Source: an optimization exercise on an open RTL-to-GDS flow (aim: small area). Production flows keep margins and buffers that such runs may drop. Function was checked by simulation only, so behaviour that the tests miss may differ from the original.

--- flow/run.sh ---
#!/bin/bash
# synth_recipe.tcl (not shown) runs the flow's synth.tcl, then flattens the netlist and writes it again
# the make line also repeats each setting of config.mk as NAME=value (left out here)
make -C /OpenROAD-flow-scripts/flow DESIGN_CONFIG=/design/flow/config.mk WORK_HOME=/design/flow/orfs CLKGATE_MAP_FILE= SYNTH_SCRIPT=/design/flow/synth_recipe.tcl finish
--- flow/config.mk ---
export PLATFORM = sky130hd
export DESIGN_NAME = mul_tree_bf16_12
export DESIGN_NICKNAME = mul_tree_bf16_12
export VERILOG_FILES = /design/flow/design.v
export SDC_FILE = /design/flow/constraint.sdc
export NUM_CORES = 4
export LEC_CHECK = 0
export CAP_MARGIN = 20
export CORE_MARGIN = 2
export CORE_UTILIZATION = 40
export SLEW_MARGIN = 20
--- flow/constraint.sdc ---
create_clock -name core_clock -period 5.5 [get_ports {clk}]
set_input_delay 1.1000 -clock core_clock [delete_from_list [all_inputs] [get_ports {clk}]]
set_output_delay 1.1000 -clock core_clock [all_outputs]
set_load 0.01 [all_outputs]
--- flow/design.v ---
`timescale 1ns / 1ps
module mul_3_stage_pipe_bf16(
        input [31:0] input_mul,           
        input input_mul_stb,  
        output reg s_input_mul_ack,        
        input clk,
        input rst,
        output reg [15:0] z,
        output s_output_z_stb       
        ,
        output [15:0] mul_men,
        output [7:0] a_mm,
        output [7:0] b_mm,
        output [9:0] z_ee
        );
  reg       [7:0] a_m, b_m, z_m;  
  reg       [9:0] a_e, b_e, z_e;  
  reg       z_s, a_s, b_s;
  reg       guard;
  wire      sticky;
  wire      new_sticky;
  reg       [6:0] sticky_judge;
  reg       z_finish;
  assign sticky = (sticky_judge != 0);
  assign new_sticky = (sticky_judge[5:0] != 0);
  assign mul_men = {z_m,guard,sticky_judge};
  assign a_mm = a_m;
  assign b_mm = b_m;
  assign z_ee = z_e;
  wire      stage1_valid;
  reg       stage2_valid;
  reg       stage3_valid;       
  assign stage1_valid = input_mul_stb;
  assign s_output_z_stb = stage3_valid; 
   always @(posedge clk)
        begin
          s_input_mul_ack <= 1;
          z_finish <= 0;
          if (input_mul_stb) begin
              a_m <= {1'b1,input_mul[(6+16):16]};
              b_m <= {1'b1,input_mul[6:0]};  
              a_e <= input_mul[(14+16):(7+16)] - 127;
              b_e <= input_mul[14:7] - 127;
              a_s <= input_mul[15+16];
              b_s <= input_mul[15];
              s_input_mul_ack <= 0;
        end
        if ((a_e == 128 && a_m[6:0] != 0) || (b_e == 128 && b_m[6:0] != 0)) begin
          z_s <= 1;
          z_e <= 255;
          z_m[6] <= 1;
          z_m[5:0] <= 0;
          z_finish <= 1;
        end else if (a_e == 128) begin
          z_s <= a_s ^ b_s;
          z_e <= 255;
          z_m[6:0] <= 0;
          z_finish <= 1;
          if (($signed(b_e) == -127) && (b_m[6:0] == 0)) begin
            z_s <= 1;
            z_e <= 255;
            z_m[6] <= 1;
            z_m[5:0] <= 0;
          end
          z_finish <= 1;
        end else if (b_e == 128) begin
          z_s <= a_s ^ b_s;
          z_e <= 255;
          z_m[6:0] <= 0;
          if (($signed(a_e) == -127) && (a_m[6:0] == 0)) begin
            z_s <= 1;
            z_e <= 255;
            z_m[6] <= 1;
            z_m[5:0] <= 0;
          end
          z_finish <= 1;
        end else if (($signed(a_e) == -127)) begin
          z_s <= a_s ^ b_s;
          z_e <= 0;
          z_m[6:0] <= 0;
          z_finish <= 1;
        end else if (($signed(b_e) == -127) ) begin
          z_s <= a_s ^ b_s;
          z_e <= 0;
          z_m[6:0] <= 0;
          z_finish <= 1;
        end else begin
          z_s <= a_s ^ b_s;
          z_e <= a_e + b_e + 1;         
          {z_m,guard,sticky_judge} <= a_m * b_m;
        end
      z [15] <= z_s;
      if(z_finish==0)begin    
        if ($signed(z_e) < -125) begin  
          z[14:0] <= 15'd0;
        end else if ($signed(z_e) > 126)begin
          z[14:0] <= 15'b111111110000000;
        end else if (z_m[7] == 0) begin  
          if (sticky_judge[6] & (new_sticky | guard)) begin  
            z[6:0] <= {z_m[5:0], guard} + 1;
              if ({z_m[5:0], guard} == 8'hff) begin
                z[14:7] <= z_e + 1 + 126;
              end else begin
                z[14:7] <= z_e + 126;
              end
          end else begin
          z[6:0] <= {z_m[5:0], guard};
          z[14:7] <= z_e + 126;
          end
        end else begin
          if (guard && (sticky | z_m[0])) begin  
          z[6:0] <= z_m + 1;     
             if (z_m == 8'hff) begin 
                z[14:7] <= z_e + 1 + 127; 
             end else begin
                z[14:7] <= z_e + 127; 
             end           
          end else begin
          z[6:0] <= z_m;  
          z[14:7] <= z_e + 127; 
          end
        end
      end
      else begin 
         z[6:0]  <= z_m[6:0];
         z[14:7] <= z_e;
      end
     if (rst == 1) begin
      s_input_mul_ack <= 1'b0;
      stage2_valid <= 1'b0;
      stage3_valid <= 1'b0;
     end else begin
        stage2_valid <= stage1_valid;
        stage3_valid <= stage2_valid;
     end
end
endmodule
`timescale 1ns / 1ps
module mul_tree_bf16_12(
        input clk,
        input rst,
        input [(4*32-1):0] mul_ins, 
        input mul_stb,
        input [1:0] mode,
        output reg [(4*16-1):0] outputs,
        output reg [3:0] final_output_stbs_1
    );
 reg [3:0] final_output_stbs;
wire [31:0] input_apply [6:0];
wire [6:0] org_output_stbs;
wire [15:0] org_outputs [6:0]; 
wire  mul_stbs [6:0];
reg mul_stbs_0_1_2_3;
reg mul_stbs_4_5;
reg mul_stbs_6;
assign mul_stbs[0] = mul_stbs_0_1_2_3;
assign mul_stbs[1] = mul_stbs_0_1_2_3;
assign mul_stbs[2] = mul_stbs_0_1_2_3;
assign mul_stbs[3] = mul_stbs_0_1_2_3;
assign mul_stbs[4] = mul_stbs_4_5;
assign mul_stbs[5] = mul_stbs_4_5;
assign mul_stbs[6] = mul_stbs_6;
always@(posedge clk)begin
    mul_stbs_0_1_2_3 <= mul_stb;
    mul_stbs_4_5 <= org_output_stbs[0];
    mul_stbs_6 <= org_output_stbs[4];
    final_output_stbs_1 <= final_output_stbs;
end
assign input_apply[0] = mul_ins[31:0];
assign input_apply[1] = mul_ins[(2*32-1):1*32];
assign input_apply[2] = mul_ins[(3*32-1):2*32];
assign input_apply[3] = mul_ins[(4*32-1):3*32];
assign input_apply[4][15:0] = org_outputs[0];
assign input_apply[4][31:16] = org_outputs[1];
assign input_apply[5][15:0] = org_outputs[2];
assign input_apply[5][31:16] = (mode==2'b10)?16'b0011111110000000:org_outputs[3];    
assign input_apply[6][15:0] = org_outputs[4];
assign input_apply[6][31:16] = org_outputs[5];
always @(*)   begin     
     if (mode==2'b00)begin  
         final_output_stbs = org_output_stbs[3:0];
         outputs = {org_outputs[3], org_outputs[2], org_outputs[1], org_outputs[0]};
     end else if (mode==2'b11) begin     
         final_output_stbs = {3'b00,org_output_stbs[6]};
         outputs = {48'd0, org_outputs[6]};
     end else if (mode==2'b01) begin     
         final_output_stbs = {2'b00,org_output_stbs[5:4]};
         outputs = {32'd0,org_outputs[5], org_outputs[4]};
     end else begin     
         final_output_stbs = {2'b00,org_output_stbs[3],org_output_stbs[6]};
         outputs = {32'd0, org_outputs[3],org_outputs[6]};
     end
end
genvar n;
generate 
    for(n=0;n<7;n=n+1)
    begin:dut
        mul_3_stage_pipe_bf16 u_mul_3_stage_pipe_bf16
(
        .input_mul(input_apply[n]),           
        .input_mul_stb(mul_stbs[n]),  
        .s_input_mul_ack(),         
        .clk(clk),
        .rst(rst),
        .z(org_outputs[n]),
        .s_output_z_stb(org_output_stbs[n])       
);
    end
endgenerate
endmodule
==> out/results.tsv, run 1 <==
metric	value	unit
worst_pin_slew	1110	ps
drt-total-wl	95.9	mm
crit_path_start	dut[0].u_mul_3_stage_pipe_bf16.b_m[6]	
dp_cells	5702	
syn-mean-instance-area	9.68	um^2
drt_iter0_markers	1752	
start_kind	register	
hold_violations	0	
async_flop_share	0	
setup_viol	0	
grt_first_pass_wirelength	156	mm
min_delay_path_depth	0	
hold_buffers	0	
synth_cell_types	73	
max_freq	213	MHz
cts_sinks	558	
final_cell_count_no_fill	5831	
synth_area_leaders	edfxtp_1 (22%), fa_1 (13%), dfxtp_1 (13%)	
pre_cts_ws	790	ps
synthMostInstantiatedCell	inv_1	
num_io_pins	201	
port_buffers	200	
tns	0	ps
syn_inst	4223	
cp.required	5940	ps
synth-main-ff-cell	edfxtp_1	
slew_headroom	0.251	
final_nets	5168	
critPathKind	reg -> reg	
hp-start	dut[6].u_mul_3_stage_pipe_bf16.z_s	
die_y	324	um
drtPass1Iterations	6	
postRouteAntennaNets	0	
slew_violations	0	
synth_fp_nets	4986	
syn_area	40900	um^2
cts_buffers	69	
ys_seq_area_frac	0.347	
finalWeightedCongestion	0.872	
rr_worst_depth	15	
grt_overflow	0	
cts_tree	done	
rr_startpoint	dut[0].u_mul_3_stage_pipe_bf16.b_m[6]	
synth_edf_count	301	
postCtsSetupBuffers	0	
die_w	324	um
grt_usage	0.185	
fin_ws	809	ps
netlist_top_cells_count	inv_1 (530), ha_1 (371), nand2_1 (340)	
path_clk_slew	60	ps
status	complete, no violations	
finalCritPeriodShare	0.853	
fin_crit	4690	ps
root_buffer	clkbuf_16	
grt_pass1_vias	29496	
fin_util	0.460	
finalHoldWorstSlack	311	ps
area_growth	14.2	%
yosys.area.top_type	edfxtp_1	
std_cell_rows	117	
h-tree-depth	3	
synth_warnings	2	
routedWlPerCell	16.5	um
initial_core_util	0.403	
clock_path_buffers	3	
die-area	105000	um^2
cp_max_fo	9	
ys_ff_latch	558	
drv_cap	0	
end_kind	register	
dp_hpwl	76.7	mm
grt_antenna_before_repair	7	
num_vias	29892	
grt_max_degree	104	
fin_skew	29.1	ps
drive_gt1_frac	0.0379	
synth_top_cell_area_share	0.221	
hold_class	reg -> reg	
vias_per_cell	5.13	
arrival	5130	ps
cts_resized	0	
core-area	102000	um^2
rsz0062_at_grt	false	
drc_errors	0	
clock_latency	630	ps
-- placed cells by master, fill, tap and decap left out, drive strengths merged, types with 12 or more instances in the layout --
cell | netlist | layout
inv | 530 | 536
ha | 371 | 371
nand2 | 340 | 340
edfxtp | 301 | 301
and2 | 271 | 271
fa | 259 | 259
dfxtp | 257 | 257
nor2 | 256 | 256
o21ai | 250 | 250
clkdlybuf4s50 | 0 | 198
a21oi | 129 | 129
xnor2 | 121 | 121
xor2 | 115 | 115
nand3 | 86 | 86
clkbuf | 91 | 83
nor3 | 76 | 76
a21o | 61 | 61
nand2b | 57 | 57
mux2i | 53 | 53
a31oi | 52 | 52
nand4 | 46 | 46
o211ai | 37 | 37
or3 | 33 | 33
nor4 | 31 | 31
a211oi | 29 | 29
nor2b | 28 | 28
o31ai | 26 | 26
o22ai | 26 | 26
clkinv | 0 | 26
a22o | 24 | 24
and4 | 21 | 21
and3 | 19 | 19
o21bai | 19 | 19
o41ai | 19 | 19
or4 | 16 | 16
nor4b | 15 | 15
o311ai | 14 | 14
buf | 8 | 12
-- cells by family after synthesis --
kind of cell    share of synthesized area
mux                                0.0141
fa+ha+maj                           0.240
compound gates                      0.125
simple gates                        0.165
xor+xnor                           0.0505
buf+inv                            0.0578
flops                               0.347
-- state kept, by name (all words and copies together), names as in the netlist --
| signal | flops |
|---|---|
| dut.u_mul_3_stage_pipe_bf16.a_e | 63 |
| dut.u_mul_3_stage_pipe_bf16.a_m | 49 |
| dut.u_mul_3_stage_pipe_bf16.a_s | 7 |
| dut.u_mul_3_stage_pipe_bf16.b_e | 63 |
| dut.u_mul_3_stage_pipe_bf16.b_m | 49 |
| dut.u_mul_3_stage_pipe_bf16.b_s | 7 |
| dut.u_mul_3_stage_pipe_bf16.guard | 7 |
| dut.u_mul_3_stage_pipe_bf16.stage2_valid | 3 |
| dut.u_mul_3_stage_pipe_bf16.stage3_valid | 3 |
| dut.u_mul_3_stage_pipe_bf16.sticky_judge | 49 |
| dut.u_mul_3_stage_pipe_bf16.z | 112 |
| dut.u_mul_3_stage_pipe_bf16.z_e | 70 |
| dut.u_mul_3_stage_pipe_bf16.z_finish | 7 |
| dut.u_mul_3_stage_pipe_bf16.z_m | 56 |
| dut.u_mul_3_stage_pipe_bf16.z_s | 7 |
| final_output_stbs_1 | 3 |
| mul_stbs_0_1_2_3 | 1 |
| mul_stbs_4_5 | 1 |
| mul_stbs_6 | 1 |
-- cell type report --
class	count	area (um^2)
repair buffers	210	2080
diodes	1	2.50
multi-input cells	3036	24300
clock inverters	45	528
fillers	9672	54900
inverters	530	1990
well taps	1368	1710
clock buffers	83	1840
flip-flops and latches	558	14200
-- per-stage QoR --
step / cell area [um^2]
global placement: 44300
CTS: 46700
global route: 46700
finish: 46700
detailed placement: 44300
floorplan: 40900
-- path summary, 6_finish.rpt --
path                                      endpoint  slack, ps
max          dut[0].u_mul_3_stage_pipe_bf16.z_m[7]        810
min           dut[6].u_mul_3_stage_pipe_bf16.z[15]        310
max reg2reg  dut[0].u_mul_3_stage_pipe_bf16.z_m[7]        810
min reg2reg   dut[6].u_mul_3_stage_pipe_bf16.z[15]        310
-- routing by layer --
metal	GRT usage	up-vias	share of wire
li1	-	14997	-
met1	0.259	14095	0.48
met4	0.0502	0	0.021
met3	0.0381	119	0.064
met5	0	-	0
met2	0.290	681	0.43
-- critical path: stages (launching register included) --
cell and delay, ps:
edfxtp_1 530, and2_1 220, fa_1 510, inv_1 50, fa_1 530, inv_1 60
fa_1 530, inv_1 60, fa_1 530, inv_1 40, ha_1 340, o211ai_1 110
o21ai_0 200, a221oi_1 510, nor2_1 100, a211oi_1 200
==> run 2, diff against run 1 <==
==> flow/design.v (replaced) <==
module mul_3_stage_pipe_bf16(
    input  [15:0] a,
    input  [15:0] b,
    output [15:0] z
);
  wire       sa = a[15], sb = b[15];
  wire [7:0] ea = a[14:7], eb = b[14:7];
  wire [6:0] fa = a[6:0], fb = b[6:0];
  wire       s  = sa ^ sb;
  wire a_max = &ea, b_max = &eb;
  wire a_zer = ~|ea, b_zer = ~|eb;
  wire a_fz  = ~|fa, b_fz  = ~|fb;
  wire nan   = (a_max & ~a_fz) | (b_max & ~b_fz) |
               (a_max & b_zer & b_fz) | (b_max & a_zer & a_fz);
  wire inf   = a_max | b_max;
  wire zer   = a_zer | b_zer;
  wire [15:0] p = {1'b1, fa} * {1'b1, fb};
  wire [8:0]  e = ea + eb;
  wire       h   = p[15];
  wire [6:0] n   = h ? p[14:8] : p[13:7];
  wire       g   = h ? p[7] : p[6];
  wire       st  = h ? (|p[6:0]) : (|p[5:0]);
  wire       rnd = g & (st | n[0]);
  wire [6:0] m   = n + rnd;
  wire       ovf = h & rnd & (&n);
  wire [7:0] ez  = e[7:0] + 8'd129 + h + ovf;    
  wire ulo = e < 9'd128;
  wire uhi = e > 9'd379;
  assign z = nan        ? 16'hffc0 :
             inf        ? {s, 8'hff, 7'd0} :
             zer | ulo  ? {s, 15'd0} :
             uhi        ? {s, 8'hff, 7'd0} :
                          {s, ez, m};
endmodule
module mul_tree_bf16_12(
        input clk,
        input rst,
        input [(4*32-1):0] mul_ins,
        input mul_stb,
        input [1:0] mode,
        output reg [(4*16-1):0] outputs,
        output reg [3:0] final_output_stbs_1
    );
  reg        s1, v1, v2, v3;
  reg [15:0] p0, p1, p2, p3;    
  reg [15:0] q0, q1;            
  reg [15:0] r0;                
  wire [15:0] p0_d, p1_d, p2_d, p3_d, q0_d, q1_d, r0_d;
  wire        m2 = (mode == 2'b10);
  wire [15:0] q1_a = m2 ? 16'h3f80 : p3;
  mul_3_stage_pipe_bf16 u_p0 (.a(mul_ins[31:16]),  .b(mul_ins[15:0]),   .z(p0_d));
  mul_3_stage_pipe_bf16 u_p1 (.a(mul_ins[63:48]),  .b(mul_ins[47:32]),  .z(p1_d));
  mul_3_stage_pipe_bf16 u_p2 (.a(mul_ins[95:80]),  .b(mul_ins[79:64]),  .z(p2_d));
  mul_3_stage_pipe_bf16 u_p3 (.a(mul_ins[127:112]),.b(mul_ins[111:96]), .z(p3_d));
  mul_3_stage_pipe_bf16 u_q0 (.a(p1),   .b(p0), .z(q0_d));
  mul_3_stage_pipe_bf16 u_q1 (.a(q1_a), .b(p2), .z(q1_d));
  mul_3_stage_pipe_bf16 u_r0 (.a(q0),   .b(q1), .z(r0_d));
  always @(posedge clk) begin
    p0 <= p0_d; p1 <= p1_d; p2 <= p2_d; p3 <= p3_d;
    q0 <= q0_d; q1 <= q1_d;
    r0 <= r0_d;
    if (rst) begin
      s1 <= 1'b0; v1 <= 1'b0; v2 <= 1'b0; v3 <= 1'b0;
    end else begin
      s1 <= mul_stb; v1 <= s1; v2 <= v1; v3 <= v2;
    end
  end
  always @(*) begin
    case (mode)
      2'b00: begin
        final_output_stbs_1 = {v1, v1, v1, v1};
        outputs = {p3, p2, p1, p0};
      end
      2'b01: begin
        final_output_stbs_1 = {2'b00, v2, v2};
        outputs = {p3, p2, q1, q0};
      end
      2'b10: begin
        final_output_stbs_1 = {2'b00, v1, v3};
        outputs = {p3, p2, p3, r0};
      end
      default: begin
        final_output_stbs_1 = {3'b000, v3};
        outputs = {p3, p2, p3, r0};
      end
    endcase
  end
endmodule
==> run 2 against run 1 <==
Compared with the run above:
- now fails the layout checks on negative setup slack
- sequential share of layout area down 24 points
- synthesized cell count is 27% lower
- clock-buffer cell count decreased by 61
- utilization increased by 12 points
- clock skew shrank 19 ps
- worst hold slack improved by 130 ps
- final area decreased by 23%
- area after synthesis fell by 39%
- die area decreased by 39%
- via count down 21%
- sequential cell count fell by 442
- critical endpoint is now p2[13]
- largest cell class unchanged
==> out/results.tsv, run 2 <==
metric	value	unit
grt_max_degree	69	
die-area	64400	um^2
crit_path_start	mul_ins[86]	
cts_sinks	116	
cp_top_family	adder cells	
worst_pin_slew	1060	ps
ys_seq_area_frac	0.0931	
setup_viol	67	
area_growth	44.2	%
initial_core_util	0.404	
grt_overflow	0	
synthMostInstantiatedCell	inv_1	
rrSetupSlack	-510	ps
slew_headroom	0.292	
synth-main-ff-cell	dfxtp_1	
final_common_cell	buf_4	
fin_crit	6320	ps
layout_common_cells	buf_4 (560), inv_1 (474), ha_1 (269)	
drv_cap	0	
routedWlPerCell	15.1	um
postRouteAntennaNets	0	
fin_ws	-819	ps
fin_skew	10.4	ps
design_area	36000	um^2
drtPass1Iterations	7	
synth_edf_count	0	
finalHoldWorstSlack	437	ps
num_vias	23661	
pre_cts_ws	-1850	ps
yosys.area.top_type	fa_1	
status	failed layout checks	
synth_fp_nets	3815	
final_cell_count_no_fill	4748	
cp.buffers_inverters	5	
drc_errors	0	
hold_buffers	0	
clock_path_buffers	2	
finalWeightedCongestion	0.895	
dp_hpwl	59.0	mm
cts_buffers	17	
grt_pass1_vias	23661	
end_kind	register	
hold_violations	0	
cts_tree	done	
grt_first_pass_wirelength	117	mm
vias_per_cell	4.98	
root_buffer	clkbuf_16	
violations	negative setup slack	
critPathKind	in -> reg	
async_flop_share	0	
rr_startpoint	q1[3]	
hold_class	reg -> reg	
grt_usage	0.224	
clock_latency	440	ps
dp_cells	4619	
max_stage_delay	550	ps
arrival	6620	ps
finalCritPeriodShare	1.15	
path_clk_slew	50	ps
rsz0062_at_grt	true	
ys_ff_latch	116	
start_kind	input port	
slew_violations	0	
synth_cell_types	89	
syn-mean-instance-area	8.08	um^2
final_nets	4624	
num_io_pins	201	
grt_antenna_before_repair	2	
drt_iter0_markers	924	
synth_warnings	1	
cp.required	5800	ps
core-area	61700	um^2
hp-start	s1	
cp_max_fo	4	
die_y	254	um
drt-total-wl	71.5	mm
die_w	254	um
tns	-29520	ps
netlist_top_cells_count	inv_1 (529), ha_1 (328), fa_1 (266)	
h-tree-depth	4	
synth_area_leaders	fa_1 (21%), ha_1 (16%), dfxtp_1 (9.3%)	
post_dp_cell_area	32600	um^2
max_freq	158	MHz
drive_gt1_frac	0.311	
critical-path-slowest-cell	or4_4	
syn_area	25000	um^2
syn_inst	3088	
synth_top_cell_area_share	0.213	
std_cell_rows	91	
port_buffers	200	
run 2: area by class of cell:
| class | count | area [um^2] |
|---|---|---|
| multi-input cells | 2394 | 22900 |
| well taps | 837 | 1050 |
| clock inverters | 9 | 80.1 |
| inverters | 531 | 2010 |
| repair buffers | 837 | 7110 |
| diodes | 2 | 5.00 |
| flip-flops and latches | 116 | 2380 |
| fillers | 5578 | 25700 |
| clock buffers | 22 | 474 |
run 2: cells by family (layout without fill, tap and decap cells):
group	Yosys count	count (layout)	synth area share
AND/OR/NAND/NOR	1031	1032	0.213
XOR/XNOR	192	192	0.0680
other	0	2	0
flip-flops	116	116	0.0931
buffers and inverters	579	1399	0.0874
AO/OA/AOI/OAI	524	524	0.139
multiplexers	52	52	0.0211
adder cells (fa/ha/maj)	594	594	0.378
run 2: metrics by stage:
stage	utilization
2_1_floorplan	-
3_3_place_gp	0.529
3_5_place_dp	0.529
4_1_cts	0.562
5_1_grt	0.583
6_report	0.583
run 2: routing by layer:
metal / track usage / part of all wire
met1: 0.304 / 0.47
met2: 0.381 / 0.47
met3: 0.0331 / 0.043
met4: 0.0397 / 0.013
met5: 0 / 0
run 2: path summary, 6_finish.rpt:
| check | end | depth (start not counted) |
|---|---|---|
| worst min-delay path | v1 | 1 |
| worst max-delay path | p2[13] | 27 |
| worst min register to register | v1 | 1 |
| worst max register to register | r0[13] | 28 |
run 2: timing repair:
item	CTS	global route
pin swaps	220	227
setup buffers	101	52
resized for setup	501	291
endpoints found under the setup margin	90	87
cloned	1	0

-- port drivers added, routing unchanged --
The flow's constraints put no driver on any port. The routed layouts listed below were extracted and timed again, unchanged, in two steps.
Step 1, drivers: a clkbuf_16 drives clk and a buf_2 each remaining input, both assumed.
Step 2 also shifts input and output timing later by t, the mid clock arrival at the registers, as if the neighbouring blocks saw the same clock.
a / b / c = ideal ports / drivers / drivers and shift; a / b = the first two.
| run | shift t [ns] | setup slack, ns | worst setup path after step 2 | clock arrival spread, ns | cell pins on the clock port's net |
|---|---|---|---|---|---|
| run 1 | 0.688 | 0.809 / 0.809 / 0.809 | register to register | 0.032 / 0.032 | 1 |
| run 2 | 0.492 | -0.819 / -0.802 / -1.295 | input to register | 0.011 / 0.011 | 1 |
For run 2, which loses most, drivers alone change the setup slack by +0.017 ns; drivers and shift together by -0.476 ns.
